This design comes from an exercise in tuning for small area on the open sky130 flow, not from production work.
The RTL was checked by simulation tests, not by an equivalence proof against the original design.
No driver is modelled on the clock port, so clocking that relies on it looks cheaper here than on a real chip.
Power and IR drop assume default switching activity.

==> flow/design.v <==
`timescale 1ns / 1ps
module bin_to_seg(
    input [3:0] bin,
    output [6:0] disp
);
    wire x3 = bin[3], x2 = bin[2], x1 = bin[1], x0 = bin[0];
    assign disp[0] = (~x3 & ~x2 & ~x1 & x0) | (x2 & ~x1 & ~x0);
    assign disp[1] = x2 & (x1 ^ x0);
    assign disp[2] = ~x2 & x1 & ~x0;
    assign disp[3] = (~x2 & ~x1 & x0) | (x2 & ~(x1 ^ x0));
    assign disp[4] = x0 | (x2 & ~x1);
    assign disp[5] = (x1 & x0) | (~x2 & x1) | (~x3 & ~x2 & x0);
    assign disp[6] = (~x3 & ~x2 & ~x1) | (x2 & x1 & x0);
endmodule
`timescale 1ns / 1ps
module vga_controller (clk, chip_rst, rst, pixel_en, HS, VS, hq, hr, vcounter);
	input clk, chip_rst;
	input rst, pixel_en;
	output reg HS, VS;
	output reg [5:0] hq;
	output reg [4:0] hr;
	output reg [9:0] vcounter;
	wire r19  = hr[4] & hr[1] & hr[0];                                  
	wire hmax = hq[5] & hq[3] & ~|hr;                                   
	wire vmax = vcounter[9] & vcounter[3] & vcounter[2] & vcounter[0];  
	wire hsync = (hq == 6'd32 & (hr[4] | hr[3])) | (hq >= 6'd33 & hq <= 6'd36) |
	             (hq == 6'd37 & ~hr[4] & ~hr[3] & ~hr[2]);
	always @(posedge clk) begin
		if (chip_rst) begin
			hq <= 0;
			hr <= 0;
			vcounter <= 0;
			HS <= 0;
			VS <= 0;
		end else if (pixel_en) begin
			if (rst || hmax) begin
				hq <= 0;
				hr <= 0;
			end else if (r19) begin
				hq <= hq + 1'b1;
				hr <= 0;
			end else
				hr <= hr + 1'b1;
			if (rst) vcounter <= 0;
			else if (hmax) vcounter <= vmax ? 10'd0 : vcounter + 1'b1;
			HS <= ~hsync;
			VS <= ~(vcounter >= 482 && vcounter < 484);
		end
	end
endmodule
`timescale 1ns / 1ps
module VGA_display(chip_rst, rst, clk, pixel_en, R, HS, VS, big_bin);
	input chip_rst, rst, clk;
	input pixel_en;
	input [13:0] big_bin;
	output reg R;
	output HS, VS;
	wire [5:0] hq;
	wire [4:0] hr;
	wire [9:0] v;
	vga_controller vc(.clk(clk), .chip_rst(chip_rst), .rst(rst), .pixel_en(pixel_en),
		.HS(HS), .VS(VS), .hq(hq), .hr(hr), .vcounter(v));
	function ge(input [9:0] x, input [9:0] c);
		integer i;
		reg r;
		begin
			r = 1'b1;
			for (i = 0; i < 10; i = i + 1)
				r = c[i] ? (x[i] & r) : (x[i] | r);
			ge = r;
		end
	endfunction
	function in(input [9:0] x, input [9:0] c1, input [9:0] c2);
		in = ge(x, c1) & ~ge(x, c2 + 10'd1);
	endfunction
	wire [4:0] q = hq[4:0];
	wire rl = ~hr[4] & (~hr[3] | (~hr[2] & ~(hr[1] & hr[0])));  
	wire rm = hr[4] | (hr[3] & hr[2] & hr[1] & hr[0]);          
	wire ru = ~hr[4];                                           
	wire qa = q == 5'd10 | q == 5'd13 | q == 5'd17 | q == 5'd20;  
	wire qb = q == 5'd11 | q == 5'd14 | q == 5'd18 | q == 5'd21;  
	wire qc = q == 5'd12 | q == 5'd15 | q == 5'd19 | q == 5'd22;  
	wire c3 = (q == 5'd10 | q == 5'd11) | (q == 5'd12 & rl);
	wire c2 = (q == 5'd13 | q == 5'd14) | (q == 5'd15 & rl);
	wire c1 = (q == 5'd17 | q == 5'd18) | (q == 5'd19 & rl);
	wire c0 = (q == 5'd20 | q == 5'd21) | (q == 5'd22 & rl);
	wire colL = qa & rl;
	wire colM = (qa & rm) | (qb & ru);
	wire colR = qc & rl;
	wire rA  = in(v, 100, 110);
	wire rBF = in(v, 115, 155);
	wire rCE = in(v, 160, 200);
	wire rD  = in(v, 205, 215);
	wire rG  = in(v, 153, 163);
	wire dot = q == 5'd16 & rl & (in(v, 125, 145) | in(v, 170, 190));
	wire [3:0] dg = ({4{c0}} & big_bin[3:0]) | ({4{c1}} & {1'b0, big_bin[6:4]}) |
	                ({4{c2}} & big_bin[10:7]) | ({4{c3}} & {1'b0, big_bin[13:11]});
	wire [6:0] seg;
	bin_to_seg bts (dg, seg);
	wire lit = (rA & ~seg[0] | rD & ~seg[3]) |
	           colR & (rBF & ~seg[1] | rCE & ~seg[2]) |
	           colL & (rBF & ~seg[5] | rCE & ~seg[4]) |
	           colM & rG & ~seg[6];
	wire any = c0 | c1 | c2 | c3;
	always @(posedge clk) begin
		if (chip_rst) R <= 0;
		else R <= (any & lit) | dot;
	end
endmodule
`timescale 1ns / 1ps
module k_clock_delay(
    input clk, rst,
    output reg [7:0] tb,
    output wrap
);
assign wrap = tb[7] & tb[6] & tb[2] & tb[1] & tb[0];  
always @(posedge clk) begin
	if (rst) tb <= 8'd98;
	else if (wrap) tb <= 0;
	else tb <= tb + 1'b1;
end
endmodule
`timescale 1ns / 1ps
module debugger(
	input clk, rst, clock, clock_rise, up, reset, pause, start, get_min, get_sec,
	input [5:0] num,
	output reg led,
	output reg [13:0] big_bin
);
reg move, strt, tick;
reg [2:0] m1, s1;
reg [3:0] m0, s0;
reg [13:0] prev;  
wire [2:0] n1;
wire [3:0] n0;
assign n1[0] = (num[5] & num[4] & num[2]) | (num[5] & ~num[4] & ~num[3]) | (num[5] & num[4] & num[1]) | (~num[5] & num[4] & ~num[3] & ~num[2]) | (~num[5] & ~num[4] & num[3] & num[2]) | (num[5] & num[4] & num[3]) | (num[4] & num[3] & num[2] & num[1]) | (~num[5] & ~num[4] & num[3] & num[1]);
assign n1[1] = (num[5] & ~num[4] & ~num[3]) | (~num[5] & num[4] & num[2]) | (~num[5] & num[4] & num[3]);
assign n1[2] = (num[5] & num[3]) | (num[5] & num[4]);
assign n0[1] = (~num[5] & ~num[3] & num[2] & num[1]) | (num[5] & ~num[4] & num[3] & num[1]) | (num[5] & ~num[4] & ~num[3] & ~num[1]) | (~num[5] & ~num[4] & ~num[3] & num[1]) | (num[5] & ~num[3] & num[2] & ~num[1]) | (num[5] & num[4] & num[3] & ~num[2] & ~num[1]) | (~num[5] & num[4] & num[3] & ~num[2] & num[1]) | (~num[5] & num[4] & ~num[3] & ~num[2] & ~num[1]) | (~num[5] & ~num[4] & num[3] & num[2] & ~num[1]);
assign n0[2] = (num[5] & ~num[4] & num[2] & ~num[1]) | (~num[5] & num[4] & num[3] & ~num[2]) | (~num[5] & ~num[4] & num[2] & num[1]) | (~num[5] & num[4] & ~num[2] & ~num[1]) | (~num[5] & ~num[4] & ~num[3] & num[2]) | (num[5] & ~num[4] & num[3] & num[2]) | (num[4] & num[3] & ~num[2] & ~num[1]) | (num[5] & ~num[4] & ~num[3] & ~num[2] & num[1]) | (num[5] & num[4] & ~num[3] & num[2] & num[1]);
assign n0[3] = (num[5] & num[4] & num[3] & num[2]) | (num[5] & num[4] & num[3] & num[1]) | (num[4] & num[3] & num[2] & ~num[1]) | (~num[5] & num[4] & ~num[3] & ~num[2] & num[1]) | (~num[5] & ~num[4] & num[3] & ~num[2] & ~num[1]) | (num[5] & num[4] & ~num[3] & ~num[2] & ~num[1]) | (num[5] & ~num[4] & ~num[3] & num[2] & num[1]);
assign n0[0] = num[0] | (num[5] & num[4] & num[3] & num[2]);
function [3:0] step9(input [3:0] d, input up);
	begin
		step9[0] = ~d[0];
		step9[1] = (up & d[1] & ~d[0]) | (~up & d[1] & d[0]) | (up & ~d[3] & ~d[1] & d[0]) | (~up & d[3] & ~d[0]) | (~up & d[2] & ~d[1] & ~d[0]);
		step9[2] = (d[2] & ~d[1] & d[0]) | (d[2] & d[1] & ~d[0]) | (up & d[2] & ~d[0]) | (~up & d[2] & d[0]) | (~up & d[3] & ~d[0]) | (up & ~d[2] & d[1] & d[0]);
		step9[3] = (~up & d[3] & d[0]) | (up & d[3] & ~d[0]) | (up & d[2] & d[1] & d[0]) | (~up & ~d[3] & ~d[2] & ~d[1] & ~d[0]);
	end
endfunction
function [2:0] step5(input [2:0] d, input up);
	begin
		step5[0] = ~d[0];
		step5[1] = (~up & d[1] & d[0]) | (up & d[1] & ~d[0]) | (~up & d[2] & ~d[0]) | (up & ~d[2] & ~d[1] & d[0]);
		step5[2] = (up & d[2] & ~d[0]) | (up & d[1] & d[0]) | (~up & d[2] & d[0]) | (~up & ~d[2] & ~d[1] & ~d[0]);
	end
endfunction
wire s0_w = up ? (s0[3] & s0[0]) : (s0 == 4'd0);
wire s1_w = up ? (s1[2] & s1[0]) : (s1 == 3'd0);
wire m0_w = up ? (m0[3] & m0[0]) : (m0 == 4'd0);
wire zero = (s0 == 4'd0) & (s1 == 3'd0) & (m0 == 4'd0) & (m1 == 3'd0);
wire clr = reset;
wire busy = reset | start | pause;
wire count = clock & tick & move & strt & ~busy;
wire e0 = count & (up | ~zero);
wire e1 = e0 & s0_w;
wire e2 = e1 & s1_w;
wire e3 = e2 & m0_w;
wire ld_m = get_min & ~strt & ~busy;
wire ld_s = get_sec & ~get_min & ~strt & ~busy;
always @(posedge clk) begin
	prev <= {m1, m0, s1, s0};
	if (rst) begin
		m1 <= 0; m0 <= 0; s1 <= 0; s0 <= 0;
		move <= 1; led <= 0; strt <= 0;
		big_bin <= 0;
	end else begin
		if (clock_rise) big_bin <= prev;
		if (clr) begin
			m1 <= 0; m0 <= 0; s1 <= 0; s0 <= 0;
		end else begin
			if (ld_s) begin s1 <= n1; s0 <= n0; end
			else begin
				if (e0) s0 <= step9(s0, up);
				if (e1) s1 <= step5(s1, up);
			end
			if (ld_m) begin m1 <= n1; m0 <= n0; end
			else begin
				if (e2) m0 <= step9(m0, up);
				if (e3) m1 <= step5(m1, up);
			end
		end
		if (reset) begin
			move <= 1; strt <= 0; led <= 0;
		end else if (start) strt <= 1;
		else if (pause) move <= ~move;
		else if (count) led <= ~up & zero;
	end
	if (!clock) tick <= 1;
	else if (count) tick <= 0;
end
endmodule
`timescale 1ns / 1ps
module debouncer(
    input clk,
    input rst,
    input PB,
    output PB_up
);
reg PB_state, PB_sync_0, PB_sync_1;
reg [7:0] PB_cnt;
wire PB_idle = (PB_state == PB_sync_1);
wire low0 = ~|PB_cnt[6:0];
wire PB_cnt_max = PB_cnt[7] & low0;
wire fb = PB_cnt[7] ^ PB_cnt[5] ^ PB_cnt[4] ^ PB_cnt[3] ^ low0;
always @(posedge clk) begin
	if (rst) begin
		PB_sync_0 <= 0;
		PB_sync_1 <= 0;
		PB_state <= 0;
		PB_cnt <= 0;
	end else begin
		PB_sync_0 <= ~PB;
		PB_sync_1 <= PB_sync_0;
		if (PB_idle) PB_cnt <= 0;
		else begin
			PB_cnt <= {PB_cnt[6:0], fb};
			if (PB_cnt_max) PB_state <= PB_sync_1;
		end
	end
end
assign PB_up = ~PB_idle & PB_cnt_max & PB_state;
endmodule
`timescale 1ns / 1ps
module clock_delay(
    input clk, rst, fast,
    output reg clock,
    output clock_rise
);
reg [9:0] count;
reg clock_q;
wire low = ~|count[8:0];
wire fb = count[9] ^ count[6] ^ low;
wire hit = fast ? (count == 10'b1000001001) : (count == 10'b1111010110);
always @(posedge clk) begin
	clock_q <= clock;  
	if (rst) begin
		count <= 0;
		clock <= 0;
	end else begin
		if (hit) begin
			clock <= ~clock;
			count <= 10'd1;
		end else
			count <= {count[8:0], fb};
	end
end
assign clock_rise = clock & ~clock_q;
endmodule
`timescale 1ns / 1ps
module alternate(
    input clk, rst,
    input step,
    input [13:0] big_bin,
    output reg [3:0] small_bin,
    output [3:0] AN
);
reg [1:0] cnt;
reg on;
wire d0 = cnt == 2'd0, d1 = cnt == 2'd1, d2 = cnt == 2'd2, d3 = cnt == 2'd3;
always @(posedge clk) begin
	if (rst) begin
		cnt <= 0;
		on <= 0;
		small_bin <= 0;
	end else if (step) begin
		cnt <= cnt + 1'b1;
		on <= 1;
		small_bin <= ({4{d0}} & big_bin[3:0]) | ({4{d1}} & {1'b0, big_bin[6:4]}) |
		             ({4{d2}} & big_bin[10:7]) | ({4{d3}} & {1'b0, big_bin[13:11]});
	end
end
assign AN[0] = on & ~d1;
assign AN[1] = on & ~d2;
assign AN[2] = on & ~d3;
assign AN[3] = on & ~d0;
endmodule
`timescale 1ns / 1ps
module Kitchen_Timer(
	input [5:0] num,
	input un_start, un_pause, un_reset, un_get_min, un_get_sec,
	input fast, up, clk,
	input rst,
	output led,
	output [3:0] AN,
	output [6:0] disp,
	output HS, VS,
	output [2:0] R, G,
	output [1:0] B
);
wire clock, clock_rise;
wire [7:0] tb;    
wire tb_wrap;
wire reset, start, pause, get_min, get_sec;
wire [13:0] big_bin;  
wire [3:0] small_bin;
clock_delay cd0 (clk, rst, fast, clock, clock_rise);
k_clock_delay cd1 (clk, rst, tb, tb_wrap);
debouncer s  (clk, rst, un_start, start);
debouncer p  (clk, rst, un_pause, pause);
debouncer r  (clk, rst, un_reset, reset);
debouncer gm (clk, rst, un_get_min, get_min);
debouncer gs (clk, rst, un_get_sec, get_sec);
debugger d (clk, rst, clock, clock_rise, up, reset, pause, start, get_min, get_sec, num, led, big_bin);
alternate alt (clk, rst, tb_wrap, big_bin, small_bin, AN);
bin_to_seg bts (small_bin, disp);
VGA_display vdisplay (rst, reset, clk, tb[1:0] == 2'b01, R[0], HS, VS, big_bin);
assign R[2:1] = 2'b00;
assign G = 3'b000;
assign B = 2'b00;
endmodule
==> flow/flow/run.sh <==
#!/bin/bash
# The standard layout (standard.sh) with these changes:
#  - synthesis: synth_recipe.tcl unchanged except that its abc call uses flow/area.abc,
#    an area-oriented script (deepsyn, then area-recovering mapping), instead of ORFS's
#    speed script; the flip-flops and their names come from the same earlier passes;
#  - after floorplan, combinational cells go to their smallest size (flow/downsize.tcl);
#  - port buffers are buf_1;
#  - the clock tree uses clkbuf_8 and no dummy loads.
set -euo pipefail
here=$(pwd)
sed "1a proc abc {args} { set i [lsearch \$args -script]; if {\$i >= 0} { lset args [expr {\$i + 1}] $here/flow/area.abc }; yosys abc {*}\$args }" \
  synth_recipe.tcl > area_synth.tcl
bash standard.sh \
  SYNTH_SCRIPT="$here/area_synth.tcl" \
  POST_FLOORPLAN_TCL="$here/flow/downsize.tcl" \
  BUFFER_PORTS_ARGS="-buffer_cell sky130_fd_sc_hd__buf_1" \
  CTS_ARGS="-sink_clustering_enable -repair_clock_nets -dont_use_dummy_load -buf_list sky130_fd_sc_hd__clkbuf_8" \
  finish > flow.log 2>&1
==> flow/flow/area.abc <==
strash
&get -n
&st
&deepsyn -T 180
&st
&dch
&nf -a -R 1000
&st
&dch
&nf -a -R 1000
&put
==> flow/flow/downsize.tcl <==
# Swap every combinational cell that synthesis sized up for the smallest cell of the
# same family (same function and pins); timing has ample slack at this clock period,
# and the later repair steps fix any slew or capacitance limit this breaks.
set n_swapped 0
foreach inst [[ord::get_db_block] getInsts] {
  set name [[$inst getMaster] getName]
  if {![regexp {^(sky130_fd_sc_hd__[a-z0-9]+)_([0-9]+)$} $name -> base size]} { continue }
  if {[regexp {__(df|edf|sdf|dl|tap|fill|decap|conb|diode)} $base]} { continue }
  set best $name
  set best_area [get_property [get_lib_cells $name] area]
  foreach lc [get_lib_cells ${base}_*] {
    set ln [get_name $lc]
    if {![regexp "^${base}_\[0-9\]+\$" $ln]} { continue }
    set a [get_property $lc area]
    if {$a < $best_area} { set best $ln; set best_area $a }
  }
  if {$best ne $name} {
    $inst swapMaster [[ord::get_db] findMaster $best]
    incr n_swapped
  }
}
puts "downsize: swapped $n_swapped cells to their smallest size"
==> flow/standard.sh <==
#!/bin/bash
# synth_recipe.tcl (not shown) runs the flow's synth.tcl, then flattens the netlist and writes it again
# the make line also repeats each setting of config.mk as NAME=value (left out here)
make -C /OpenROAD-flow-scripts/flow DESIGN_CONFIG=/design/flow/config.mk WORK_HOME=/design/flow/orfs CLKGATE_MAP_FILE= SYNTH_SCRIPT=/design/flow/synth_recipe.tcl "${@:-finish}"
==> flow/config.mk <==
export PLATFORM = sky130hd
export DESIGN_NAME = Kitchen_Timer
export DESIGN_NICKNAME = Kitchen_Timer
export VERILOG_FILES = /design/flow/design.v
export SDC_FILE = /design/flow/constraint.sdc
export NUM_CORES = 4
export LEC_CHECK = 0
export CAP_MARGIN = 20
export CORE_MARGIN = 2
export CORE_UTILIZATION = 40
export PLACE_DENSITY = 0.6
export SLEW_MARGIN = 20
==> flow/constraint.sdc <==
create_clock -name core_clock -period 10.0 [get_ports {clk}]
set_input_delay 2.0000 -clock core_clock [delete_from_list [all_inputs] [get_ports {clk}]]
set_output_delay 2.0000 -clock core_clock [all_outputs]
set_load 0.01 [all_outputs]
==> impl_results.md, run 1 <==
- Worst min-delay path class: register to register
- Initial antenna violation count: 0
- Via count: 5,360
- Synthesized instance count: 737
- CTS resizes: 0
- Synth Flop Type: dfxtp_1
- P_leak: 0.00268 µW
- Core area: 0.0159 mm²
- Global-route wire length before repair: 23.2 mm
- Crit path DAT: 4830 ps
- Post-CTS Hold Fix Bufs: 0
- Final Wtd Congestion: 0.837
- Initial DRC count: 302
- Root buffer cell: clkbuf_8
- Clk pwr share: 33.7%
- CTS H-tree depth: 4
- Fmax: 221 MHz
- Synth warnings: 7
- Worst-path fanout max: 9
- Worst Tran Pin Value: 1000 ps
- Die area: 0.0172 mm²
- Share of post-route cells with drive strength above 1: 2.55%
- CTS max path bufs: 2
- Count of pins over their slew limit: 0
- Final Setup Violations: 0
- Layout area overhead: 9.13%
- MaxCap Viol Count: 0
- Post-placement cell count: 982
- Most frequent cells after synthesis: dfxtp_1 (152), nor2_1 (94), nand2_1 (75)
- Die span in x: 131 µm
- Drt via density: 5.37
- Top cell type's share of synthesized area: 47.0%
- Setup TNS: 0 ps
- Total Nets Final: 822
- Number of flops mapped to enable cells by yosys: 0
- Sw Ratio: 21.7%
- Total GRT Usage: 16.1%
- Pwr dens: 140 mW/mm²
- CTS Sinks: 152
- Final cell count without fillers: 999
- Overflow after GRT: 0
- Clk pin slew, worst setup/hold paths: 60 ps
- CTS tree: yes
- WS Path Type: input port to register
- Antenna violation net count after detailed routing: 0
- Number of hold violations in the final report: 0
- Vias in the first global route: 5,079
- Int Pwr: 775 µW
- Largest net degree at the start of global routing: 42
- CP Capture Type: register
- First-pass detailed-route iteration total: 5
- Flop pwr share: 62.3%
- Min Clock Period, post-route: 4520 ps
- Logic gate share of total power: 4.0%
- # DRC: 0
- # IOs: 37
- Worst skew pair latency: 430 ps
- Diode count: 0
- DPL Wire Length: 9.95 mm
- Fin Clk Skew: 31.0 ps
- Slew headroom: 33.1%
- RSZ-0062 raised after global routing: false
- Post-Syn Area: 0.00648 mm²
- Sequential share of the synthesized area: 47.0%
- IO buf count: 29
- WL/cell: 13.6 µm
- Site Rows: 46
- Syn Area/Cell: 8.79 µm²
- WL final: 13.6 mm
- Critical Path RT: 10,300 ps
- CTS buffer count: 17
- Fin crit share: 45.2%
- Synth area leader: dfxtp_1
- Most frequent cell after synthesis: dfxtp_1
- Die Y: 131 µm
- Yosys reg bits: 152
- NetSw: 215 µW
- Initial core utilization: 40.8%
- Outcome: complete, no violations
- Async set-reset flop share out of synthesis: 0%
- Synth area leaders: dfxtp_1 (47%), nor2_1 (5.4%), and2_0 (4.6%), nand2_1 (4.3%), ha_1 (4.2%)
- Worst reg2reg setup slack: 6110 ps
- Post-synth cell types: 53
- Post-CTS Setup Bufs: 0
- Peak supply drop: 0.0861 mV
- Startpoint types: input port
layout make-up:
cell class,instances,area [µm²]
inverter,28,105
multi-input combinational,555,3290
tap,216,270
fill,1574,8810
clock buffer,17,234
timing repair buffer,31,125
sequential,152,3040
metrics by stage:
| step | hold WS (ps) | cell area [µm²] | total power (µW) | utilization [%] | setup WS, ps |
|---|---|---|---|---|---|
| final | 397 | 7070 | 990 | 44.5 | 5480 |
| after global routing | 402 | 7070 | 1040 | 44.5 | 5200 |
| after CTS | 393 | 7070 | 1010 | 44.5 | 5570 |
| after detailed placement | 382 | 6840 | 670 | 43.0 | 5120 |
| after global placement | 384 | 6840 | 668 | 43.0 | 5330 |
| after floorplan | 359 | 6500 | 657 | - | 5730 |
worst max-delay path, stage by stage:
cell and delay [ps]:
buf_1 320, or2_0 280, or4_1 180, o21ai_0 230
a21oi_1 350, nand2_1 150, nor2_1 160, nand2_1 120
or2_0 260, nor2_1 170, nand2_1 110, o21a_1 210
a32oi_1 180, o21ai_0 100
logic make-up (layout without fill, tap and decap cells):
group	after synthesis	after routing	share of synthesized area, %
XOR/XNOR	19	19	2.57
AO/OA/AOI/OAI	170	170	17.6
buffers and inverters	36	76	2.55
other	1	7	0.0579
multiplexers	7	7	1.10
flip-flops	152	152	47.0
adder cells (fa/ha/maj)	22	22	4.25
AND/OR/NAND/NOR	330	330	24.9
path summary, 6_finish.rpt:
check                                       startpoint                   end  cells past startpoint
worst max register to register  s.PB_cnt[5]$_SDFF_PP0_  d.m1[1]$_SDFFE_PP0P_                     17
worst min-delay path              d.m1[2]$_SDFFE_PP0P_    d.prev[13]$_DFF_P_                      0
worst min register to register    d.m1[2]$_SDFFE_PP0P_    d.prev[13]$_DFF_P_                      0
worst max-delay path                                up  d.m1[1]$_SDFFE_PP0P_                     14
power by group through the flow:
stage               clock network (µW)  registers (µW)  logic (µW)
CTS                                349             617        40.1
finish                             333             617        40.0
floorplan                            0             629        27.7
global route                       373             617        45.6
global placement                     0             630        38.4
detailed placement                   0             630        40.1
state kept, by name, summed over array words and instances, names as in the netlist, 6 cells and up:
name and cells:
d.big_bin 14, cd0.count 10, vdisplay.vc.hq 6, r.PB_cnt 8, cd1.tb 8, gm.PB_cnt 8
d.prev 14, s.PB_cnt 8, p.PB_cnt 8, vdisplay.vc.vcounter 10, gs.PB_cnt 8
metal layers:
metal | up-vias | global-route usage [%] | wire (µm)
met5 | - | 0 | 0
li1 | 2716 | - | -
met3 | 15 | 4.01 | 685
met1 | 2485 | 19.9 | 6290
met4 | 0 | 5.98 | 179
met2 | 144 | 27.2 | 6450
cells in the final DEF (no fill, tap or decap), types with 11 or more instances in the layout:
master    count
buf_1        28
clkbuf_8     17
ha_1         22
xnor2_1      11
dfxtp_1     152
nand3_1      12
nor2b_1      16
nor2_1       94
o21ai_0      38
nand2_1      75
nor3_1       30
clkinv_1     28
a22o_1       22
a21oi_1      40
and2_0       48
==> run 2: changes to the inputs <==
--- a/flow/flow/run.sh
+++ b/flow/flow/run.sh
@@ -5,7 +5,8 @@
 #    speed script; the flip-flops and their names come from the same earlier passes;
 #  - after floorplan, combinational cells go to their smallest size (flow/downsize.tcl);
 #  - port buffers are buf_1;
-#  - the clock tree uses clkbuf_8 and no dummy loads.
+#  - the clock tree uses clkbuf_4 and no dummy loads; after CTS, leaf buffers whose
+#    flip-flops would see a clock slew near the limit become clkbuf_8 (flow/clk_upsize.tcl).
 set -euo pipefail
 here=$(pwd)
 sed "1a proc abc {args} { set i [lsearch \$args -script]; if {\$i >= 0} { lset args [expr {\$i + 1}] $here/flow/area.abc }; yosys abc {*}\$args }" \
@@ -14,5 +15,6 @@
   SYNTH_SCRIPT="$here/area_synth.tcl" \
   POST_FLOORPLAN_TCL="$here/flow/downsize.tcl" \
   BUFFER_PORTS_ARGS="-buffer_cell sky130_fd_sc_hd__buf_1" \
-  CTS_ARGS="-sink_clustering_enable -repair_clock_nets -dont_use_dummy_load -buf_list sky130_fd_sc_hd__clkbuf_8" \
+  CTS_ARGS="-sink_clustering_enable -repair_clock_nets -dont_use_dummy_load -buf_list sky130_fd_sc_hd__clkbuf_4" \
+  POST_CTS_TCL="$here/flow/clk_upsize.tcl" \
   finish > flow.log 2>&1
==> flow/flow/area.abc (replaced) <==
strash
&get -n
&st
&deepsyn -T 60
&st
&dch
&nf -a -R 1000
&st
&dch
&nf -a -R 1000
&put
==> flow/flow/clk_upsize.tcl (new file) <==
set limit 0.105
estimate_parasitics -placement
set changed 0
foreach inst [[ord::get_db_block] getInsts] {
  if {[[$inst getMaster] getName] ne "sky130_fd_sc_hd__clkbuf_4"} { continue }
  set worst 0
  foreach iterm [$inst getITerms] {
    if {![$iterm isOutputSignal]} { continue }
    set net [$iterm getNet]
    if {$net eq "NULL"} { continue }
    foreach load [$net getITerms] {
      if {[$load isOutputSignal]} { continue }
      set pin [get_pins -quiet "[[$load getInst] getName]/[[$load getMTerm] getName]"]
      if {$pin eq ""} { continue }
      set s [get_property $pin slew_max]
      if {$s > $worst} { set worst $s }
    }
  }
  if {$worst > $limit} {
    $inst swapMaster [[ord::get_db] findMaster sky130_fd_sc_hd__clkbuf_8]
    incr changed
  }
}
puts "clk_upsize: $changed clock buffers now clkbuf_8"
if {$changed > 0} {
  detailed_placement
  check_placement -verbose
  estimate_parasitics -placement
}
--- a/flow/config.mk
+++ b/flow/config.mk
@@ -7,6 +7,6 @@
 export LEC_CHECK = 0
 export CAP_MARGIN = 20
 export CORE_MARGIN = 2
-export CORE_UTILIZATION = 40
-export PLACE_DENSITY = 0.6
+export CORE_UTILIZATION = 70
+export PLACE_DENSITY = 0.85
 export SLEW_MARGIN = 20
==> run 2 against run 1 <==
  * Clock skew decreased by 0.76 ps
  * Maximum frequency increased by 7.8%
  * Global-route usage increased by 11 points
  * Still clean on timing, DRC and antenna
  * Combinational power increased by 2%
  * Synthesized area increased by 0.27%
  * Sequential share of layout area increased by 1.2 points
  * Routed wire length decreased by 2.7%
  * First-iteration DRC count increased by 5.3%
  * Largest power group unchanged
  * Highest routed layer unchanged
  * Clock power decreased by 18%
  * Total power decreased by 6.0%
  * Synthesized cell count decreased by 1.5%
  * Final cell count decreased by 12%
==> impl_results.md, run 2 <==
- Largest net degree at the start of global routing: 41
- WS Path Type: input port to register
- # IOs: 37
- First-pass detailed-route iteration total: 6
- Pwr Total: 931 µW
- Initial DRC count: 318
- Synth area leader: dfxtp_1
- Commonest cells after routing, fill and taps aside: dfxtp_1 (152), nor2_1 (87), nand2_1 (54)
- Flop pwr share: 66.2%
- Final cell count without fillers: 883
- Core area: 0.00911 mm²
- Number of hold violations in the final report: 0
- Final Wtd Congestion: 0.911
- CP Capture Type: register
- Sequential share of the synthesized area: 46.8%
- Synth warnings: 7
- Slew headroom: 36.1%
- Clk pin slew, worst setup/hold paths: 90 ps
- Fmax: 238 MHz
- Site Rows: 35
- Outcome: complete, no violations
- Overflow after GRT: 0
- Worst skew pair latency: 410 ps
- Fin crit share: 42.0%
- Worst-path fanout max: 7
- Most frequent cell after synthesis: dfxtp_1
- Crit path DAT: 4480 ps
- Top cell type's share of synthesized area: 46.8%
- Total GRT Usage: 27.2%
- Die area: 0.0101 mm²
- Post-placement cell count: 866
- Post-synth cell types: 54
- Share of post-route cells with drive strength above 1: 2.59%
- Total Nets Final: 811
- Synth Flop Type: dfxtp_1
- RSZ-0062 raised after global routing: false
- Final Setup Violations: 0
- Worst Setup Slack post-DPL: 5540 ps
- MaxCap Viol Count: 0
- Most frequent cells after synthesis: dfxtp_1 (152), nor2_1 (87), nand2_1 (54)
- Peak supply drop: 0.0846 mV
- DPL Wire Length: 9.62 mm
- Biggest regs: d.big_bin (14), d.prev (14)
- CTS Sinks: 152
- Syn Area/Cell: 8.95 µm²
- Worst min-delay path class: register to register
- Count of pins over their slew limit: 0
- Initial core utilization: 71.3%
- Antenna violation net count after detailed routing: 0
- WL/cell: 15.0 µm
- Startpoint types: input port
- Pwr dens: 135 mW/mm²
- Setup slack after layout: 5800 ps
- Min Clock Period, post-route: 4200 ps
- Leading cell type in the layout, fill and taps excluded: dfxtp_1
- Synthesized instance count: 726
- # DRC: 0
- NetSw: 205 µW
- Die span in x: 100 µm
- Vias in the first global route: 5,082
- Die Y: 100 µm
- Number of flops mapped to enable cells by yosys: 0
- Worst Tran Pin Value: 959 ps
- CTS tree: yes
- Critical Path RT: 10,280 ps
- Drt via density: 6.21
- Post-Syn Area: 0.00650 mm²
- Via count: 5,480
- Setup TNS: 0 ps
- Hold WS: 395 ps
- Async set-reset flop share out of synthesis: 0%
- Diode count: 0
- Int Pwr: 726 µW
- Global-route wire length before repair: 22.3 mm
- WL final: 13.2 mm
- Synth area leaders: dfxtp_1 (47%), nor2_1 (5.0%), and2_0 (4.6%), ha_1 (4.2%), nor3_1 (3.2%)
- Yosys reg bits: 152
- IO buf count: 29
- Fin Clk Skew: 30.3 ps
- Sw Ratio: 22.0%
- Clk pwr share: 29.4%
- P_leak: 0.00258 µW
- Initial antenna violation count: 0
- Layout area overhead: 5.93%
- Logic gate share of total power: 4.4%
[run 2: cell types whose count changed after synthesis, sizes merged, moves of 7 or more]
cell	before	now
o21ai	38	29
nor2	94	87
nand3	12	24
nand2	75	54
nor3	30	42
[run 2: metrics by stage]
| stage | util [%] | instance area [µm²] |
|---|---|---|
| after floorplan | - | 6520 |
| final | 75.6 | 6880 |
| after global placement | 73.8 | 6720 |
| after detailed placement | 73.8 | 6720 |
| after global routing | 75.6 | 6880 |
[run 2: worst paths after layout]
kind                                                     start                     to  slack (ps)  cells after the start
worst max register to register  vdisplay.vc.hr[0]$_SDFFE_PP0P_  vdisplay.R$_SDFF_PP0_        6080                     18
worst min register to register            d.m1[2]$_SDFFE_PP0P_     d.prev[13]$_DFF_P_         390                      0
worst min-delay path                      d.m1[2]$_SDFFE_PP0P_     d.prev[13]$_DFF_P_         390                      0
worst max-delay path                                    num[3]   d.m0[2]$_SDFFE_PP0P_        5800                     12
[run 2: cell type report]
class / count / area (µm²)
multi-input combinational: 549 / 3330
sequential: 152 / 3040
fill: 679 / 2230
clock buffer: 17 / 159
tap: 111 / 139
timing repair buffer: 31 / 125
inverter: 23 / 86.3
[run 2: kinds of logic after synthesis]
| kind of cell | after synthesis | share of synthesized area (%) |
|---|---|---|
| other | 1 | 0.0577 |
| AO/OA/AOI/OAI | 163 | 17.1 |
| XOR/XNOR | 23 | 3.10 |
| adder cells (fa/ha/maj) | 22 | 4.24 |
| flip-flops | 152 | 46.8 |
| multiplexers | 8 | 1.29 |
| buffers and inverters | 31 | 2.25 |
| AND/OR/NAND/NOR | 326 | 25.2 |
[run 2: critical path, cell delays in order]
cell      delay, ps
buf_1           230
nor2_1           60
o21ai_0         230
nor2_1          120
a21oi_1         190
or2_0           220
nor2_1           90
o311ai_0        780
a21o_1          140
o41ai_1         130
a22oi_1         180
o211ai_1        100
[run 2: power by group through the flow]
stage                     clock network, µW  registers (µW)  logic [µW]
after floorplan                           0             629        28.2
after global placement                    0             630        37.8
after detailed placement                  0             631        40.1
final                                   273             616        40.9
after global routing                    303             617        45.4
[run 2: routing by layer]
layer | vias up | share of wire (%) | global-route usage [%]
met2 | 215 | 49 | 46.7
li1 | 2700 | - | -
met1 | 2527 | 43 | 33.5
met3 | 38 | 5.7 | 5.78
met4 | 0 | 2.2 | 10.9
met5 | - | 0 | 0
==> run 3: changes to the inputs <==
--- a/flow/design.v
+++ b/flow/design.v
@@ -240,20 +240,18 @@
 reg [9:0] count;
 reg clock_q;
 wire low = ~|count[8:0];
-wire fb = count[9] ^ count[6] ^ low;
-wire hit = fast ? (count == 10'b1000001001) : (count == 10'b1111010110);
+wire fb = count[9] ^ count[2] ^ low;
+wire hit = (count[9:4] == 6'b011010) & (count[2:0] == 3'b000) & (count[3] == fast);
 always @(posedge clk) begin
 	clock_q <= clock;  
 	if (rst) begin
-		count <= 0;
+		count <= 10'b0000100110;
 		clock <= 0;
-	end else begin
-		if (hit) begin
-			clock <= ~clock;
-			count <= 10'd1;
-		end else
-			count <= {count[8:0], fb};
-	end
+	end else if (hit) begin
+		clock <= ~clock;
+		count <= 10'b0001001101;
+	end else
+		count <= {count[8:0], fb};
 end
 assign clock_rise = clock & ~clock_q;
 endmodule
==> flow/flow/area.abc (replaced) <==
strash
&get -n
&st
&deepsyn -T 180
&st
&dch
&nf -a -R 1000
&st
&dch
&nf -a -R 1000
&put
==> run 3 against run 2 <==
  * Design area fell by 0.25%
  * Register-to-register slack gained 200 ps
  * Combinational power decreased by 5.6%
  * Clock power rose by 3%
  * Via count shrank 2.0%
  * Total power increased by 0.65%
  * Worst hold slack got worse by 1.4 ps
  * Sequential power is essentially flat
  * Count of clock-buffer cells in the layout unchanged
  * Largest cell class unchanged
  * Clock skew increased by 1.9 ps
  * Flip-flop and latch count stayed put
==> impl_results.md, run 3 <==
- Global-route wire length before repair: 21.9 mm
- Worst skew pair latency: 420 ps
- # IOs: 37
- Logic gate share of total power: 4.1%
- Critical Path Start: up
- Worst Setup Slack post-DPL: 5540 ps
- Initial core utilization: 71.0%
- Post-synth cell types: 56
- Flop pwr share: 65.9%
- Synthesized instance count: 728
- Metal3 WL: 709 µm
- IO buf count: 29
- Number of flops mapped to enable cells by yosys: 0
- CP peak stage delay: 320 ps
- CTS tree: yes
- Final Wtd Congestion: 0.909
- # DRC: 0
- WS Path Type: input port to register
- Setup TNS: 0 ps
- Total Nets Final: 813
- Worst Tran Pin Value: 941 ps
- DPL Wire Length: 9.24 mm
- Worst R2R Start: vdisplay.vc.hr[0]$_SDFFE_PP0P_
- WL/cell: 14.2 µm
- Pwr dens: 136 mW/mm²
- Share of post-route cells with drive strength above 1: 2.58%
- Diode count: 0
- Startpoint types: input port
- Synth Flop Type: dfxtp_1
- MaxCap Viol Count: 0
- Hold Path Origin: d.s1[1]$_SDFFE_PP0P_
- Initial antenna violation count: 0
- Fmax: 246 MHz
- Slew headroom: 37.3%
- Int Pwr: 734 µW
- Yosys reg bits: 152
- Leading cell type in the layout, fill and taps excluded: dfxtp_1
- Sw Ratio: 21.7%
- First-pass detailed-route iteration total: 5
- Final Setup Violations: 0
- Top sig layer: met4
- Most frequent CP cell: nor4_1
- Crit path DAT: 4380 ps
- Via count: 5,368
- Slowest cell on the critical path: nor4_1
- Total GRT Usage: 26.7%
- Sequential share of the synthesized area: 47.0%
- Commonest cells after routing, fill and taps aside: dfxtp_1 (152), nor2_1 (86), nand2_1 (64)
- Core area: 0.00911 mm²
- Async set-reset flop share out of synthesis: 0%
- Worst-path fanout max: 6
- Count of pins over their slew limit: 0
- Biggest regs: d.big_bin (14), d.prev (14)
- Most frequent cells after synthesis: dfxtp_1 (152), nor2_1 (86), nand2_1 (64)
- Synth area leader: dfxtp_1
- Critical Path RT: 10,310 ps
- Site Rows: 35
- Min Clock Period, post-route: 4070 ps
- Fin Clk Skew: 32.2 ps
- Vias in the first global route: 5,102
- Met2 WL post-DR: 6.16 mm
- P_leak: 0.00258 µW
- Peak supply drop: 0.128 mV
- CP Capture Type: register
- NetSw: 203 µW
- CP Cell Sequence: buf_1 -> nor4_1 -> nand4_1 -> nor4_1 -> nor4_1 -> and2_0 -> nor2b_1 -> nand2_1 -> nor2_1 -> and3_1 -> nor2_1 -> a21oi_1 -> o211ai_1 -> o211ai_1 -> o21ai_0
- Worst min-delay path class: register to register
- Setup slack after layout: 5930 ps
- Top cell type's share of synthesized area: 47.0%
- CTS Sinks: 152
- Die Y: 100 µm
- Fin crit share: 40.7%
- Largest net degree at the start of global routing: 47
- Number of hold violations in the final report: 0
- Synth area leaders: dfxtp_1 (47%), nor2_1 (5.0%), and2_0 (4.3%), ha_1 (4.3%), nand2_1 (3.7%)
- Synth warnings: 7
- Drt via density: 6.07
- M1 WL: 5.46 mm
- Overflow after GRT: 0
- WL final: 12.6 mm
- Clk pin slew, worst setup/hold paths: 100 ps
- Die area: 0.0100 mm²
- Initial DRC count: 228
- RSZ-0062 raised after global routing: false
- Syn Area/Cell: 8.88 µm²
- Antenna violation net count after detailed routing: 0
- Layout area overhead: 6.15%
- Outcome: complete, no violations
- Most frequent cell after synthesis: dfxtp_1
- Die span in x: 100 µm
- Clk pwr share: 30.0%
- Post-Syn Area: 0.00647 mm²
-- run 3: cell count changes after synthesis, moves of 4 or more --
cell and delta:
nor3_1 -11, nand2_1 +10, and3_1 +7, nand3_1 -7, nand2b_1 +6, a22oi_1 -5, and2_0 -4, o21ai_0 +4
o32ai_1 +4
-- run 3: final cells by class --
type                    count  area [µm²]
clock buffers              17         171
multi-input cells         548        3290
fillers                   664        2240
well taps                 111         139
flip-flops and latches    152        3040
inverters                  26        97.6
repair buffers             31         125
-- run 3: logic make-up (layout without fill, tap and decap cells) --
logic type | count (synthesis) | in the layout | synth area share (%)
AO/OA/AOI/OAI | 162 | 162 | 16.8
AND/OR/NAND/NOR | 331 | 331 | 25.8
other | 1 | 7 | 0.0580
adder cells (fa/ha/maj) | 22 | 22 | 4.26
flip-flops | 152 | 152 | 47.0
XOR/XNOR | 24 | 24 | 3.25
buffers and inverters | 34 | 74 | 2.44
multiplexers | 2 | 2 | 0.310
-- run 3: metrics by stage --
stage,hold WS [ps],std cells,power [µW],util [%],cell area (µm²)
after floorplan,372,734,657,-,6490
after global placement,392,868,667,73.5,6690
after detailed placement,395,868,669,73.5,6690
after global routing,409,885,974,75.4,6870
final,393,885,937,75.4,6870
-- run 3: path summary, 6_finish.rpt --
kind                            slack (ps)               endpoint  depth (start not counted)
worst min-delay path                   390      d.prev[5]$_DFF_P_                          0
worst min register to register         390      d.prev[5]$_DFF_P_                          0
worst max-delay path                  5930   d.m1[1]$_SDFFE_PP0P_                         15
worst max register to register        6280  vdisplay.R$_SDFF_PP0_                         16
-- run 3: per-layer routing --
layer	GRT usage [%]	vias up
met5	0	-
met4	12.0	0
met3	5.92	24
met2	45.6	179
met1	32.1	2478
li1	-	2687
-- run 3: critical path, delay by kind of cell --
kind / cells / cell delay (ps)
AND/OR/NAND/NOR: 10 / 1610
AO/OA/AOI/OAI: 4 / 580
buffers and inverters: 1 / 190
-- run 3: power by group through the flow --
stage | clock network, µW | registers, µW | logic (µW)
after floorplan | 0 | 630 | 26.4
after global routing | 313 | 618 | 43.4
final | 281 | 617 | 38.6
after global placement | 0 | 631 | 36.2
after detailed placement | 0 | 631 | 38.0
==> run 4: changes to the inputs <==
--- a/flow/flow/run.sh
+++ b/flow/flow/run.sh
@@ -2,7 +2,9 @@
 # The standard layout (standard.sh) with these changes:
 #  - synthesis: synth_recipe.tcl unchanged except that its abc call uses flow/area.abc,
 #    an area-oriented script (deepsyn, then area-recovering mapping), instead of ORFS's
-#    speed script; the flip-flops and their names come from the same earlier passes;
+#    speed script, and that adders are left to abc (ADDER_MAP_FILE empty) instead of
+#    being mapped to half/full-adder cells; the flip-flops and their names come from
+#    the same earlier passes;
 #  - after floorplan, combinational cells go to their smallest size (flow/downsize.tcl);
 #  - port buffers are buf_1;
 #  - the clock tree uses clkbuf_4 and no dummy loads; after CTS, leaf buffers whose
@@ -13,6 +15,7 @@
   synth_recipe.tcl > area_synth.tcl
 bash standard.sh \
   SYNTH_SCRIPT="$here/area_synth.tcl" \
+  ADDER_MAP_FILE= \
   POST_FLOORPLAN_TCL="$here/flow/downsize.tcl" \
   BUFFER_PORTS_ARGS="-buffer_cell sky130_fd_sc_hd__buf_1" \
   CTS_ARGS="-sink_clustering_enable -repair_clock_nets -dont_use_dummy_load -buf_list sky130_fd_sc_hd__clkbuf_4" \
--- a/flow/flow/clk_upsize.tcl
+++ b/flow/flow/clk_upsize.tcl
@@ -1,4 +1,4 @@
-set limit 0.105
+set limit 0.112
 estimate_parasitics -placement
 set changed 0
 foreach inst [[ord::get_db_block] getInsts] {
==> run 4 against run 3 <==
  * Still clean
  * Total power is 1.7% lower
  * Largest cell class is now sequential cells
  * Die area fell by 5.1%
  * Combinational power is 5.2% lower
  * Highest routed layer unchanged
==> impl_results.md, run 4 <==
- Startpoint types: input port
- Number of flops mapped to enable cells by yosys: 0
- Critical Path RT: 10,310 ps
- Most frequent cell after synthesis: dfxtp_1
- Reg2reg path depth: 18
- Commonest cells after routing, fill and taps aside: dfxtp_1 (152), nor2_1 (88), nand2_1 (54)
- Die Y: 97.5 µm
- Top cell type's share of synthesized area: 49.7%
- Most frequent cells after synthesis: dfxtp_1 (152), nor2_1 (88), nand2_1 (54)
- Yosys reg bits: 152
- Final Wtd Congestion: 0.943
- Multi-input gate area: 0.00299 mm²
- Post-Syn Area: 0.00612 mm²
- Fin Clk Skew: 30.9 ps
- Synth warnings: 7
- Crit path DAT: 4440 ps
- Core Util, Final: 75.7%
- Setup TNS: 0 ps
- Number of hold violations in the final report: 0
- WL/cell: 14.9 µm
- Hold Path Cell Cnt: 0
- Outcome: complete, no violations
- CTS tree: yes
- MaxCap Viol Count: 0
- Final Setup Violations: 0
- Synth area leader: dfxtp_1
- Global-route wire length before repair: 22.1 mm
- Pwr dens: 141 mW/mm²
- Count of pins over their slew limit: 0
- Sequential share of the synthesized area: 49.7%
- CTS Sinks: 152
- Pwr Total: 921 µW
- Biggest regs: d.big_bin (14), d.prev (14)
- Synth area leaders: dfxtp_1 (50%), nor2_1 (5.4%), a21oi_1 (4.2%), and2_0 (4.1%), o21ai_0 (3.4%)
- DPL Wire Length: 9.27 mm
- Overflow after GRT: 0
- Total Nets Final: 760
- Largest net degree at the start of global routing: 50
- Diode count: 0
- IO buf count: 29
- Worst Tran Pin Value: 966 ps
- Antenna violation net count after detailed routing: 0
- Layout area overhead: 6.25%
- Vias in the first global route: 4,970
- Min Clock Period, post-route: 4130 ps
- Slew headroom: 35.6%
- Hold WS: 416 ps
- Initial antenna violation count: 0
- Fin crit share: 41.3%
- First-pass detailed-route iteration total: 5
- Fmax: 242 MHz
- Via count: 5,243
- Leading cell type in the layout, fill and taps excluded: dfxtp_1
- CP Capture Type: register
- Die span in x: 97.5 µm
- Die area: 0.00951 mm²
- Worst skew pair latency: 420 ps
- Syn Area/Cell: 8.80 µm²
- Async set-reset flop share out of synthesis: 0%
- # IOs: 37
- Initial DRC count: 343
- Drt via density: 6.16
- Site Rows: 34
- Total GRT Usage: 27.8%
- Post-synth cell types: 47
- Worst-path fanout max: 11
- Initial core utilization: 71.3%
- FF/Latch Area: 0.00304 mm²
- Fillers: 643
- Clk pin slew, worst setup/hold paths: 110 ps
- WL final: 12.7 mm
- P_leak: 0.00238 µW
- RSZ-0062 raised after global routing: false
- Core area: 0.00859 mm²
- Worst min-delay path class: register to register
- Synth Flop Type: dfxtp_1
- WS Path Type: input port to register
- Peak supply drop: 0.133 mV
- # DRC: 0
- Synthesized instance count: 696
- Share of post-route cells with drive strength above 1: 3.23%
## run 4: where the power goes
part / switching [µW] / internal, µW / leakage (µW)
Clock: 172 / 96.2 / 0.0000886
Sequential: 4.39 / 612 / 0.00123
Combinational: 25.1 / 11.5 / 0.00106
## run 4: final cells by class
class / instances / share of cell area (%)
sequential: 152 / 46.8
multi-input combinational: 528 / 46.0
clock buffer: 17 / 2.35
tap: 108 / 2.08
timing repair buffer: 32 / 2.04
inverter: 14 / 0.808
## run 4: worst max-delay path, stage by stage
cell and delay [ps]:
buf_1 360, or4_1 250, nor3_1 90, nand4_1 110, nand2_1 90, a21oi_1 330, o21a_1 240, o211ai_1 150
nor2_1 160, nor2_1 50, a21oi_1 270, nand3b_1 130, o211ai_1 110, o21ai_0 100
## run 4: kinds of logic after synthesis
family,after synthesis,share of synthesized area [%]
AO/OA/AOI/OAI,171,17.6
flip-flops,152,49.7
other,1,0.0612
multiplexers,5,1.45
buffers and inverters,22,1.84
XOR/XNOR,22,3.15
AND/OR/NAND/NOR,323,26.3
## run 4: path summary, 6_finish.rpt
kind	from	end	slack, ps
worst min-delay path	d.s0[2]$_SDFFE_PP0P_	d.prev[2]$_DFF_P_	420
worst min register to register	d.s0[2]$_SDFFE_PP0P_	d.prev[2]$_DFF_P_	420
worst max register to register	s.PB_cnt[1]$_SDFF_PP0_	d.m1[1]$_SDFFE_PP0P_	6110
worst max-delay path	up	d.m1[1]$_SDFFE_PP0P_	5870
## run 4: routing by layer
layer	part of all wire (%)	global-route usage (%)	vias to the layer above	wire [µm]
met5	0	0	-	0
met4	1.9	9.19	0	240
met3	6.9	8.06	25	873
met2	49	47.2	198	6200
met1	42	34.0	2447	5360
li1	-	-	2573	-
## run 4: metrics by stage
stage          worst slack, ps  instance area [µm²]  cells
2_1_floorplan             6180                 6150    702
3_3_place_gp              5660                 6350    834
5_1_grt                   5550                 6510    851
6_report                  5870                 6510    851
3_5_place_dp              5550                 6350    834
==> run 5: changes to the inputs <==
--- a/flow/design.v
+++ b/flow/design.v
@@ -209,22 +209,23 @@
 );
 reg PB_state, PB_sync_0, PB_sync_1;
 reg [7:0] PB_cnt;
+wire [7:0] c = PB_cnt ^ 8'h55;
 wire PB_idle = (PB_state == PB_sync_1);
-wire low0 = ~|PB_cnt[6:0];
-wire PB_cnt_max = PB_cnt[7] & low0;
-wire fb = PB_cnt[7] ^ PB_cnt[5] ^ PB_cnt[4] ^ PB_cnt[3] ^ low0;
+wire low0 = ~|c[6:0];
+wire PB_cnt_max = c[7] & low0;
+wire fb = c[7] ^ c[5] ^ c[4] ^ c[3] ^ low0;
 always @(posedge clk) begin
 	if (rst) begin
 		PB_sync_0 <= 0;
 		PB_sync_1 <= 0;
 		PB_state <= 0;
-		PB_cnt <= 0;
+		PB_cnt <= 8'h55;
 	end else begin
 		PB_sync_0 <= ~PB;
 		PB_sync_1 <= PB_sync_0;
-		if (PB_idle) PB_cnt <= 0;
+		if (PB_idle) PB_cnt <= 8'h55;
 		else begin
-			PB_cnt <= {PB_cnt[6:0], fb};
+			PB_cnt <= {c[6:0], fb} ^ 8'h55;
 			if (PB_cnt_max) PB_state <= PB_sync_1;
 		end
 	end
@@ -237,21 +238,22 @@
     output reg clock,
     output clock_rise
 );
-reg [9:0] count;
+reg [9:0] cnt_q;    
 reg clock_q;
+wire [9:0] count = cnt_q ^ 10'h155;
 wire low = ~|count[8:0];
 wire fb = count[9] ^ count[2] ^ low;
 wire hit = (count[9:4] == 6'b011010) & (count[2:0] == 3'b000) & (count[3] == fast);
 always @(posedge clk) begin
 	clock_q <= clock;  
 	if (rst) begin
-		count <= 10'b0000100110;
+		cnt_q <= 10'b0000100110 ^ 10'h155;
 		clock <= 0;
 	end else if (hit) begin
 		clock <= ~clock;
-		count <= 10'b0001001101;
+		cnt_q <= 10'b0001001101 ^ 10'h155;
 	end else
-		count <= {count[8:0], fb};
+		cnt_q <= {count[8:0], fb} ^ 10'h155;
 end
 assign clock_rise = clock & ~clock_q;
 endmodule
==> flow/flow/area.abc (replaced) <==
strash
&get -n
&st
&deepsyn -T 300
&st
&dch
&nf -a -R 1000
&st
&dch
&nf -a -R 1000
&put
==> run 5 against run 4 <==
  * Sequential share of layout area grew 0.23 points
  * Final cell count shrank 1.1%
  * Critical path depth shrank 8
  * Critical endpoint is now vdisplay.vc.vcounter[1]$_SDFFE_PP0P_
==> impl_results.md, run 5 <==
- Outcome: complete, no violations
- Most frequent CP cell: nor2_1
- Slew headroom: 31.5%
- # DRC: 0
- Worst skew pair latency: 420 ps
- Initial DRC count: 270
- Sequential share of the synthesized area: 50.0%
- Worst-path fanout max: 52
- First-pass detailed-route iteration total: 5
- Top cell type's share of synthesized area: 50.0%
- Die Y: 97.3 µm
- Yosys reg bits: 152
- Die span in x: 97.3 µm
- WS Path Type: input port to register
- Initial antenna violation count: 0
- Die area: 0.00946 mm²
- Core Util, Final: 75.3%
- Antenna violation net count after detailed routing: 0
- Synth area leaders: dfxtp_1 (50%), nor2_1 (6.5%), o21ai_0 (3.8%), nand2_1 (3.8%), a21oi_1 (3.1%)
- Leading cell type in the layout, fill and taps excluded: dfxtp_1
- Diode count: 0
- Syn Area/Cell: 8.85 µm²
- Startpoint types: input port
- Count of pins over their slew limit: 0
- Pwr dens: 143 mW/mm²
- CP Capture Type: register
- Post-Syn Area: 0.00609 mm²
- Clk pwr share: 29.6%
- Clk pin slew, worst setup/hold paths: 110 ps
- Biggest regs: d.big_bin (14), d.prev (14)
- Total Nets Final: 751
- Initial core utilization: 70.9%
- Layout area overhead: 6.33%
- M2 GR Usage: 45.6%
- Total GRT Usage: 26.3%
- Critical Path RT: 10,250 ps
- Setup TNS: 0 ps
- CP peak stage delay: 890 ps
- Site Rows: 34
- Sw Ratio: 21.9%
- Crit path DAT: 4620 ps
- Synth Flop Type: dfxtp_1
- WL/cell: 14.2 µm
- Fillers: 658
- Largest net degree at the start of global routing: 53
- Worst R2R Start: r.PB_cnt[5]$_SDFF_PP0_
- Worst Tran Pin Value: 1020 ps
- Slowest cell on the critical path: a21boi_0
- Peak supply drop: 0.141 mV
- Worst reg2reg setup slack: 6320 ps
- Most frequent cells after synthesis: dfxtp_1 (152), nor2_1 (105), nand2_1 (61)
- IO buf count: 29
- Core area: 0.00859 mm²
- GRT met3 Usage: 6.83%
- WL final: 12.0 mm
- Commonest cells after routing, fill and taps aside: dfxtp_1 (152), nor2_1 (105), nand2_1 (61)
- Share of post-route cells with drive strength above 1: 3.27%
- Number of flops mapped to enable cells by yosys: 0
- Met1 usage: 31.1%
- Fin crit share: 43.7%
- Post-synth cell types: 52
- CTS Sinks: 152
- Min Clock Period, post-route: 4370 ps
- R2r endpoint: d.m1[2]$_SDFFE_PP0P_
- DPL Wire Length: 8.75 mm
- Synthesized instance count: 688
- NetSw: 203 µW
- Reg2reg path depth: 16
- RSZ-0062 raised after global routing: false
- Worst path buffer plus inverter count: 2
- Hold Path Cell Cnt: 0
- Global-route wire length before repair: 20.7 mm
- Logic gate share of total power: 3.9%
- Most frequent cell after synthesis: dfxtp_1
- GRT busiest layer: met2
- Overflow after GRT: 0
- Fmax: 229 MHz
- Int Pwr: 725 µW
- Synth area leader: dfxtp_1
- CP Cell Sequence: clkbuf_2 -> buf_4 -> nor2_1 -> o21ai_0 -> a21boi_0 -> nor2_1
- Vias in the first global route: 4,833
- Flop pwr share: 66.5%
- Fin Clk Skew: 37.6 ps
- Synth warnings: 7
- Drt via density: 6.00
- Hold Path Origin: d.s0[2]$_SDFFE_PP0P_
- Number of hold violations in the final report: 0
- Worst min-delay path class: register to register
- Final Setup Violations: 0
- P_leak: 0.00240 µW
- Worst Hold Path EP: d.prev[2]$_DFF_P_
- Hold WS: 386 ps
- # IOs: 37
- Final Wtd Congestion: 0.925
- Async set-reset flop share out of synthesis: 0%
- MaxCap Viol Count: 0
- Via count: 5,056
- CTS tree: yes
- CP delay by family, top: compound AO/OA/AOI/OAI gates
[run 5: cell types whose count changed in the layout (fill, tap and decap cells not counted), sizes merged, moves of 6 or more]
cell / before / now
a21oi: 51 / 38
and2: 40 / 8
nand2: 54 / 61
nand2b: 11 / 19
nand4b: 0 / 7
nor2: 88 / 105
nor3: 40 / 23
o22ai: 13 / 7
xor2: 9 / 15
[run 5: cells by family after synthesis]
group	after synthesis	share of synthesized area (%)
compound gates	157	16.5
xor+xnor	30	4.31
buf+inv	26	2.10
flops	152	50.0
mux	6	1.60
other cells	1	0.0616
simple gates	316	25.4
[run 5: per-layer routing]
metal,vias to the layer above,routed length (µm),share of wire [%]
li1,2538,-,-
met1,2331,5180,43
met2,154,5870,49
met3,33,639,5.3
met4,0,277,2.3
met5,-,0,0
[run 5: worst max-delay path by stage]
| stage | from | end | slack (ps) | depth (start not counted) |
|---|---|---|---|---|
| after floorplan | up | d.m0[2]$_SDFFE_PP0P_ | 5740 | 10 |
| final | rst | vdisplay.vc.vcounter[1]$_SDFFE_PP0P_ | 5630 | 6 |
| after global placement | rst | vdisplay.vc.vcounter[4]$_SDFFE_PP0P_ | 5330 | 6 |
| after global routing | rst | vdisplay.vc.vcounter[6]$_SDFFE_PP0P_ | 5340 | 6 |
| after detailed placement | rst | vdisplay.vc.vcounter[4]$_SDFFE_PP0P_ | 5190 | 6 |
[run 5: stage by stage]
| stage | setup WS [ps] | power [µW] | area, µm² | std cells |
|---|---|---|---|---|
| 3_3_place_gp | 5330 | 665 | 6310 | 825 |
| 2_1_floorplan | 5740 | 655 | 6110 | 694 |
| 6_report | 5630 | 928 | 6470 | 842 |
| 5_1_grt | 5340 | 967 | 6470 | 842 |
| 3_5_place_dp | 5190 | 667 | 6310 | 825 |
[run 5: area by class of cell]
cell class	instances	area, µm²	share of cell area [%]
clock buffers	17	159	2.45
inverters	18	67.6	1.04
multi-input cells	516	2950	45.5
flip-flops and latches	152	3040	47.0
well taps	108	135	2.09
repair buffers	31	125	1.93
[run 5: worst register-to-register path, delay by kind of cell, from the launching register on]
family | cells | cell delay [ps]
and+or+nand+nor | 9 | 2050
AOI/OAI and AO/OA | 7 | 1190
DFF | 1 | 370
[run 5: power by group through the flow]
stage / sequential (µW) / combinational, µW / clock (µW)
final: 618 / 36.4 / 274
after global routing: 619 / 41.0 / 307
after detailed placement: 631 / 35.9 / 0
after global placement: 631 / 34.1 / 0
after floorplan: 630 / 24.8 / 0
==> run 6: changes to the inputs <==
--- a/flow/design.v
+++ b/flow/design.v
@@ -209,23 +209,22 @@
 );
 reg PB_state, PB_sync_0, PB_sync_1;
 reg [7:0] PB_cnt;
-wire [7:0] c = PB_cnt ^ 8'h55;
 wire PB_idle = (PB_state == PB_sync_1);
-wire low0 = ~|c[6:0];
-wire PB_cnt_max = c[7] & low0;
-wire fb = c[7] ^ c[5] ^ c[4] ^ c[3] ^ low0;
+wire low0 = ~|PB_cnt[6:0];
+wire PB_cnt_max = PB_cnt[7] & low0;
+wire fb = PB_cnt[7] ^ PB_cnt[5] ^ PB_cnt[4] ^ PB_cnt[3] ^ low0;
 always @(posedge clk) begin
 	if (rst) begin
 		PB_sync_0 <= 0;
 		PB_sync_1 <= 0;
 		PB_state <= 0;
-		PB_cnt <= 8'h55;
+		PB_cnt <= 0;
 	end else begin
 		PB_sync_0 <= ~PB;
 		PB_sync_1 <= PB_sync_0;
-		if (PB_idle) PB_cnt <= 8'h55;
+		if (PB_idle) PB_cnt <= 0;
 		else begin
-			PB_cnt <= {c[6:0], fb} ^ 8'h55;
+			PB_cnt <= {PB_cnt[6:0], fb};
 			if (PB_cnt_max) PB_state <= PB_sync_1;
 		end
 	end
@@ -238,22 +237,23 @@
     output reg clock,
     output clock_rise
 );
-reg [9:0] cnt_q;    
+reg [9:0] count;
 reg clock_q;
-wire [9:0] count = cnt_q ^ 10'h155;
 wire low = ~|count[8:0];
-wire fb = count[9] ^ count[2] ^ low;
-wire hit = (count[9:4] == 6'b011010) & (count[2:0] == 3'b000) & (count[3] == fast);
+wire fb = count[9] ^ count[6] ^ low;
+wire hit = fast ? (count == 10'b1000001001) : (count == 10'b1111010110);
 always @(posedge clk) begin
 	clock_q <= clock;  
 	if (rst) begin
-		cnt_q <= 10'b0000100110 ^ 10'h155;
+		count <= 0;
 		clock <= 0;
-	end else if (hit) begin
-		clock <= ~clock;
-		cnt_q <= 10'b0001001101 ^ 10'h155;
-	end else
-		cnt_q <= {count[8:0], fb} ^ 10'h155;
+	end else begin
+		if (hit) begin
+			clock <= ~clock;
+			count <= 10'd1;
+		end else
+			count <= {count[8:0], fb};
+	end
 end
 assign clock_rise = clock & ~clock_q;
 endmodule
@@ -267,18 +267,14 @@
 );
 reg [1:0] cnt;
 reg on;
-wire d0 = cnt == 2'd0, d1 = cnt == 2'd1, d2 = cnt == 2'd2, d3 = cnt == 2'd3;
+wire d0 = ~cnt[1] & ~cnt[0], d1 = ~cnt[1] & cnt[0], d2 = cnt[1] & ~cnt[0], d3 = cnt[1] & cnt[0];
+wire [3:0] dig = ({4{d0}} & big_bin[3:0]) | ({4{d1}} & {1'b0, big_bin[6:4]}) |
+                 ({4{d2}} & big_bin[10:7]) | ({4{d3}} & {1'b0, big_bin[13:11]});
 always @(posedge clk) begin
-	if (rst) begin
-		cnt <= 0;
-		on <= 0;
-		small_bin <= 0;
-	end else if (step) begin
-		cnt <= cnt + 1'b1;
-		on <= 1;
-		small_bin <= ({4{d0}} & big_bin[3:0]) | ({4{d1}} & {1'b0, big_bin[6:4]}) |
-		             ({4{d2}} & big_bin[10:7]) | ({4{d3}} & {1'b0, big_bin[13:11]});
-	end
+	cnt[0] <= ~rst & (cnt[0] ^ step);
+	cnt[1] <= ~rst & (cnt[1] ^ (cnt[0] & step));
+	on <= ~rst & (on | step);
+	small_bin <= {4{~rst}} & (step ? dig : small_bin);
 end
 assign AN[0] = on & ~d1;
 assign AN[1] = on & ~d2;
--- a/flow/flow/run.sh
+++ b/flow/flow/run.sh
@@ -2,9 +2,7 @@
 # The standard layout (standard.sh) with these changes:
 #  - synthesis: synth_recipe.tcl unchanged except that its abc call uses flow/area.abc,
 #    an area-oriented script (deepsyn, then area-recovering mapping), instead of ORFS's
-#    speed script, and that adders are left to abc (ADDER_MAP_FILE empty) instead of
-#    being mapped to half/full-adder cells; the flip-flops and their names come from
-#    the same earlier passes;
+#    speed script; the flip-flops and their names come from the same earlier passes;
 #  - after floorplan, combinational cells go to their smallest size (flow/downsize.tcl);
 #  - port buffers are buf_1;
 #  - the clock tree uses clkbuf_4 and no dummy loads; after CTS, leaf buffers whose
@@ -15,7 +13,6 @@
   synth_recipe.tcl > area_synth.tcl
 bash standard.sh \
   SYNTH_SCRIPT="$here/area_synth.tcl" \
-  ADDER_MAP_FILE= \
   POST_FLOORPLAN_TCL="$here/flow/downsize.tcl" \
   BUFFER_PORTS_ARGS="-buffer_cell sky130_fd_sc_hd__buf_1" \
   CTS_ARGS="-sink_clustering_enable -repair_clock_nets -dont_use_dummy_load -buf_list sky130_fd_sc_hd__clkbuf_4" \
==> flow/flow/area.abc (replaced) <==
strash
&get -n
&st
&deepsyn -T 60
&st
&dch
&nf -a -R 1000
&st
&dch
&nf -a -R 1000
&put
--- a/flow/flow/clk_upsize.tcl
+++ b/flow/flow/clk_upsize.tcl
@@ -1,4 +1,4 @@
-set limit 0.112
+set limit 0.105
 estimate_parasitics -placement
 set changed 0
 foreach inst [[ord::get_db_block] getInsts] {
--- a/flow/config.mk
+++ b/flow/config.mk
@@ -7,6 +7,6 @@
 export LEC_CHECK = 0
 export CAP_MARGIN = 20
 export CORE_MARGIN = 2
-export CORE_UTILIZATION = 70
-export PLACE_DENSITY = 0.85
+export CORE_UTILIZATION = 80
+export PLACE_DENSITY = 0.92
 export SLEW_MARGIN = 20
==> run 6 against run 5 <==
  * Die area down 6.3%
  * Sequential share of layout area shrank 2.8 points
  * Still clean
  * Core utilization grew 13 points
  * First-iteration DRC count increased by 85%
  * Maximum frequency decreased by 12%
  * Routed wire length is 19% higher
  * Via count grew 9.8%
  * Largest power group unchanged
  * Critical path type unchanged
  * Synthesized cell count is 4.9% higher
==> impl_results.md, run 6 <==
- Post-synth cell types: 50
- Drt via density: 6.38
- Largest net degree at the start of global routing: 44
- Synth area leader: dfxtp_1
- CP Capture Type: register
- Die area: 0.00886 mm²
- Synth area leaders: dfxtp_1 (47%), nor2_1 (4.8%), and2_0 (4.7%), ha_1 (3.7%), nand2_1 (3.2%)
- Core area: 0.00781 mm²
- Number of flops mapped to enable cells by yosys: 0
- Antenna violation net count after detailed routing: 0
- CTS Sinks: 152
- Clk pin slew, worst setup/hold paths: 80 ps
- Fmax: 201 MHz
- RSZ-0062 raised after global routing: false
- Total Nets Final: 804
- Worst-path fanout max: 21
- Min Clock Period, post-route: 4990 ps
- Fin crit share: 49.9%
- Synthesized instance count: 722
- Site Rows: 32
- Peak supply drop: 0.137 mV
- Layout area overhead: 5.95%
- Die span in x: 94.1 µm
- Final Wtd Congestion: 0.916
- Pwr dens: 139 mW/mm²
- Total GRT Usage: 34.1%
- Slowest cell on the critical path: buf_1
- Most frequent cells after synthesis: dfxtp_1 (152), nor2_1 (83), nand2_1 (55)
- Initial core utilization: 83.3%
- Critical Path Start: up
- Diode count: 0
- Critical Path RT: 10,290 ps
- CTS tree: yes
- DPL Wire Length: 10.2 mm
- Slew headroom: 34.8%
- WL final: 14.2 mm
- Hold Path Cell Cnt: 0
- Pwr Total: 954 µW
- Count of pins over their slew limit: 0
- WL/cell: 16.4 µm
- Sequential share of the synthesized area: 46.8%
- P_leak: 0.00260 µW
- Commonest cells after routing, fill and taps aside: dfxtp_1 (152), nor2_1 (83), nand2_1 (55)
- Hold Path Origin: d.s0[2]$_SDFFE_PP0P_
- Synth warnings: 7
- Overflow after GRT: 0
- Global-route wire length before repair: 23.8 mm
- Post-Syn Area: 0.00650 mm²
- Worst skew pair latency: 430 ps
- Startpoint types: input port
- Reg2reg path depth: 16
- Synth Flop Type: dfxtp_1
- Async set-reset flop share out of synthesis: 0%
- CP peak stage delay: 560 ps
- # DRC: 0
- Syn Area/Cell: 9.00 µm²
- Die Y: 94.1 µm
- Most frequent cell after synthesis: dfxtp_1
- First-pass detailed-route iteration total: 5
- Setup TNS: 0 ps
- Initial antenna violation count: 0
- Via count: 5,549
- Worst R2R Start: p.PB_cnt[4]$_SDFF_PP0_
- Final Setup Violations: 0
- Initial DRC count: 499
- Biggest regs: d.big_bin (14), d.prev (14)
- Leading cell type in the layout, fill and taps excluded: dfxtp_1
- WS Path Type: input port to register
- Number of hold violations in the final report: 0
- Yosys reg bits: 152
- Worst Tran Pin Value: 978 ps
- Outcome: complete, no violations
- IO buf count: 29
- Fin Clk Skew: 38.9 ps
- CP Cell Sequence: buf_1 -> nor3_1 -> a31oi_1 -> nor3_1 -> a41oi_1 -> o21a_1 -> a21boi_0 -> nor2b_1 -> a21boi_0 -> a31oi_1 -> o21ai_0 -> o21ai_0
- Crit path DAT: 5280 ps
- Top cell type's share of synthesized area: 46.8%
- Worst min-delay path class: register to register
- MaxCap Viol Count: 0
- Vias in the first global route: 5,309
- Share of post-route cells with drive strength above 1: 2.99%
- # IOs: 37
[run 6: cell type report]
cell class	count	area [µm²]
Sequential cell	152	3040
Fill cell	382	920
Tap cell	102	128
Clock buffer	17	171
Multi-Input combinational cell	542	3320
Timing Repair Buffer	31	125
Inverter	26	97.6
[run 6: critical path, delay by kind of cell]
family	cells	cell delay, ps
AOI/OAI and AO/OA	8	2020
buffers and inverters	1	560
and+or+nand+nor	3	700
[run 6: cells by family after synthesis]
kind of cell,count (synthesis),synth area share [%]
and+or+nand+nor,315,24.5
AOI/OAI and AO/OA,169,17.5
DFF,152,46.8
buffers and inverters,34,2.42
xor gates and xnor gates,24,3.23
adders and majority gates,19,3.66
muxes,8,1.81
other,1,0.0577
[run 6: stage by stage]
stage                     hold slack (ps)  instance area [µm²]  utilization (%)  setup slack (ps)  instances
final                                 416                 6890             88.2              5010        870
after floorplan                       373                 6520                -              5820        728
after detailed placement              398                 6720             86.0              4610        853
after global placement                399                 6720             86.0              4920        853
after global routing                  414                 6890             88.2              4500        870
[run 6: power breakdown]
part | switching, µW | internal [µW]
Clock | 182 | 109
Combinational | 30.4 | 15.9
Sequential | 5.79 | 612
[run 6: path summary, 6_finish.rpt]
check | endpoint | slack, ps
setup / recovery | d.m0[1]$_SDFFE_PP0P_ | 5010
hold / removal | d.prev[2]$_DFF_P_ | 420
setup reg to reg | d.m0[1]$_SDFFE_PP0P_ | 6140
hold reg to reg | d.prev[2]$_DFF_P_ | 420
[run 6: per-layer routing]
layer / GRT usage (%) / up-vias / routed length, µm
met5: 0 / - / 0
met4: 15.9 / 0 / 539
met3: 7.62 / 61 / 797
met2: 59.3 / 253 / 7070
met1: 39.8 / 2578 / 5830
li1: - / 2657 / -

Check on run 6: ideal ports give 5.013 ns setup slack; a clkbuf_16 on the clock port and buf_2 on the inputs give 5.023 ns; moving port delays by the midpoint clock arrival (0.454 ns) as well gives 4.569 ns.
